From an optimization exercise on the open Yosys and OpenROAD flow, aimed at small area and a short achievable clock period; shortcuts taken in it are not production practice.
In this exercise RTL edits were held to simulation tests only and were not proved equivalent to the original.
Power figures rest on the tool's default switching activity, not on a simulated workload.

== exp/indigo ==
==> flow/design.v (excerpt) <==
module FPU_top  #(
    parameter NUM_OP    = 1
)(
    input logic                 i_clk           ,
    input logic                 i_rst_n         ,
    input logic [NUM_OP-1:0]    i_add_sub       ,
    input logic [31:0]          i_32_a          ,
    input logic [31:0]          i_32_b          ,
    output logic [31:0]         o_32_s          ,
    output logic                o_ov_flag       ,
    output logic                o_un_flag
);
Size in the first run: ~2200 cells after synthesis, about 110 flip-flops, roughly 100 I/O pins.
Settings: LEC_CHECK=0, ABC_AREA=1, CAP_MARGIN=20, CORE_MARGIN=2, CORE_UTILIZATION=40, PLACE_DENSITY=0.6, SLEW_MARGIN=20; clock period 15.0 ns.
standard.sh (not shown) runs the stock make flow with config.mk's settings and CLKGATE_MAP_FILE= SYNTH_SCRIPT=/design/flow/synth_recipe.tcl, a recipe that flattens the netlist after the stock synthesis.
==> flow/flow/run.sh <==
#!/bin/bash
set -euo pipefail
bash standard.sh SETUP_SLACK_MARGIN=9.3 "BUFFER_PORTS_ARGS=-buffer_cell sky130_fd_sc_hd__buf_2" finish > standard_flow.log 2>&1
exp/indigo reached the end of the flow, and the finished layout is clean on the timing, design-rule and antenna checks.
[inputs] exp/zinc vs exp/indigo
==> flow/flow/run.sh <==
#!/bin/bash
set -euo pipefail
bash standard.sh SETUP_SLACK_MARGIN=9.8 "BUFFER_PORTS_ARGS=-buffer_cell sky130_fd_sc_hd__buf_2" finish > standard_flow.log 2>&1
-- flow/config.mk --
<<< exp/indigo, line 11
export CORE_UTILIZATION = 40
export PLACE_DENSITY = 0.6
>>> exp/zinc, line 11
export CORE_UTILIZATION = 50
export PLACE_DENSITY = 0.65
[summary]
- Status | exp/zinc and exp/indigo | clean
- On exp/zinc: design area is 2.5% higher than what exp/indigo gave.
- Sort exp/zinc and exp/indigo by count of clock-net buffers in the final layout asc -> top: exp/indigo
- exp/zinc vs. exp/indigo: number of iterations in the first detailed-routing pass saw an increase; critical path depth in cells saw little to no change; sequential share of power saw a decrease; non-clock buffer count saw an increase.
Setup changes, exp/zinc to exp/willow
-- flow/config.mk --
<<< exp/zinc, line 11
export CORE_UTILIZATION = 50
export PLACE_DENSITY = 0.65
>>> exp/willow, line 11
export CORE_UTILIZATION = 40
export PLACE_DENSITY = 0.6
--- outcome ---
Looking at sum of routed wire segments on met1, exp/willow sits about 6% higher than exp/zinc does.
The start point of the critical path comes out q_lz[2] in one run and q_exp[1] in the other, namely in exp/zinc and exp/willow respectively.
Looking only at buffering stage count on the worst path with inverters included, and setting everything else aside, the higher value of exp/zinc and exp/willow goes to exp/zinc.
Relative to exp/zinc, the count of plain and timing-repair buffers of exp/willow is lower by 9.

* * *

Starting RTL as in the previous note.
clock: 15.0 ns
lec_check: 0
abc_area: 1
cap_margin: 20
core_margin: 2
core_utilization: 40
place_density: 0.6
slew_margin: 20
==> flow/flow/run.sh <==
#!/bin/bash
set -euo pipefail
bash standard.sh SETUP_SLACK_MARGIN=10.1 "BUFFER_PORTS_ARGS=-buffer_cell sky130_fd_sc_hd__buf_2" finish > standard_flow.log 2>&1
The starting point went through all stages and came out clean.
Change:
==> flow/flow/run.sh (replaced) <==
#!/bin/bash
set -euo pipefail
bash standard.sh SETUP_SLACK_MARGIN=9.6 "BUFFER_PORTS_ARGS=-buffer_cell sky130_fd_sc_hd__buf_2" finish > standard_flow.log 2>&1
The new run ran to the end with no violations.
Combinational power came out lower by a little under a tenth.
Power shrinks by a few percent.
Cell count decreases slightly.
Flip-flop and latch count is unchanged.
Die area stays the same.
Setup slack gets worse by 170 ps.
Global-route usage drops by 0.36 points.
First-iteration DRC count came out lower by a little under a tenth.
Non-clock buffer count falls by 38.

* * *

## job 2325
Another version of the RTL of FPU_top (not shown whole).
For scale: ~1800 cells after synthesis, ~100 I/O pins.
clock: 15.0 ns
lec_check: 0
cap_margin: 20
core_margin: 2
core_utilization: 40
place_density: 0.6
slew_margin: 20
==> flow/flow/run.sh <==
#!/bin/bash
set -euo pipefail
bash standard.sh SETUP_SLACK_MARGIN=9.8 "BUFFER_PORTS_ARGS=-buffer_cell sky130_fd_sc_hd__buf_2" finish > standard_flow.log 2>&1
Job 2325: all stages complete, timing, DRC and antenna checks passed
> inputs changed (job 2325 -> job 8502)
Settings: setting ABC_AREA to 1 for the first time.
==> flow/flow/run.sh <==
#!/bin/bash
set -euo pipefail
bash standard.sh SETUP_SLACK_MARGIN=9.7 "BUFFER_PORTS_ARGS=-buffer_cell sky130_fd_sc_hd__buf_2" finish > standard_flow.log 2>&1
==> comparison <==
- Reported leakage power is lower on job 8502
- For multi-input gate count, dividing the value from job 2325 by the value from job 8502 gives 0.817.
- Re area of the placeable core: job 8502 and job 2325 aren't equal, and the lower value belongs to job 8502.
- Count of cell instances traversed by the critical path in job 8502 is 19 below job 2325.
- Between job 2325 and job 8502, the maximum clock skew at final layout does not differ in any meaningful way.
- Job 2325 has a higher utilization of the core after routing than job 8502.
- Compared with job 2325, job 8502 ends up with less cell area.
- Diff job 2325 -> job 8502 | total clock network power | down by a little under 10%
- Job 8502 ended up with a lower well tap count than job 2325 did.
- Share of the synthesized area in compound gates (AO/OA/AOI/OAI) (lower): job 8502
> inputs changed (job 8502 -> job 9768)
Settings: setting GPL_ROUTABILITY_DRIVEN to 0 for the first time.
==> flow/flow/run.sh <==
#!/bin/bash
set -euo pipefail
bash standard.sh SETUP_SLACK_MARGIN=9.8 "BUFFER_PORTS_ARGS=-buffer_cell sky130_fd_sc_hd__buf_2" finish > standard_flow.log 2>&1
Notes after the runs:
Job 8502: all stages complete, timing, DRC and antenna checks passed. Job 9768 ran to completion and came out clean on the timing, design-rule and antenna checks. Diff job 8502 -> job 9768: power per standard cell area now smaller; synthesized cell count held. Of the two values seen for timing startpoint of the critical path, q_exp[2]$_DFF_PN0_ was produced by job 8502 and i_32_a[2] by job 9768. ~same final design utilization in job 8502 and job 9768. Job 9768 ended up with r_sign$_DFF_P_ as its termination of the worst setup path; job 8502 ended up with o_32_s[30]. Power consumption, job 8502 and job 9768: larger value in job 8502.

## static timing again, ports no longer ideal
The flow's constraints put no driver on any port. The routed layouts listed below were extracted and timed again, unchanged, in two steps. Step 1 assumes that a clkbuf_16 drives the clock port and a buf_2 every other input. Step 2 moves the port delays by t, midway between the first and last clock arrival at a register: inputs arrive t later, outputs are due t later. That takes back most of the time a late clock gives input paths. a / b / c = ideal / step 1 / step 2; a / b = the first two.
| run | t, ns | setup slack, ns | latest minus earliest clock arrival (ns) |
|---|---|---|---|
| exp/indigo | 0.412 | 9.663 / 9.616 / 9.393 | 0.016 / 0.015 |
| exp/zinc | 0.412 | 9.874 / 9.821 / 9.612 | 0.016 / 0.015 |
| exp/willow | 0.413 | 9.852 / 9.806 / 9.654 | 0.016 / 0.015 |
| the first run of note 2 | 0.416 | 9.897 / 9.850 / 9.862 | 0.015 / 0.015 |
| the second run of note 2 | 0.412 | 9.725 / 9.679 / 9.471 | 0.016 / 0.016 |
| job 2325 | 0.432 | 8.747 / 8.747 / 8.747 | 0.011 / 0.011 |
| job 8502 | 0.412 | 9.915 / 9.864 / 9.546 | 0.014 / 0.013 |
| job 9768 | 0.420 | 9.957 / 9.913 / 9.553 | 0.018 / 0.019 |
After both steps every run listed still meets setup and hold. For job 9768, which loses most, drivers alone change the setup slack by -0.044 ns; drivers and shift together by -0.404 ns.
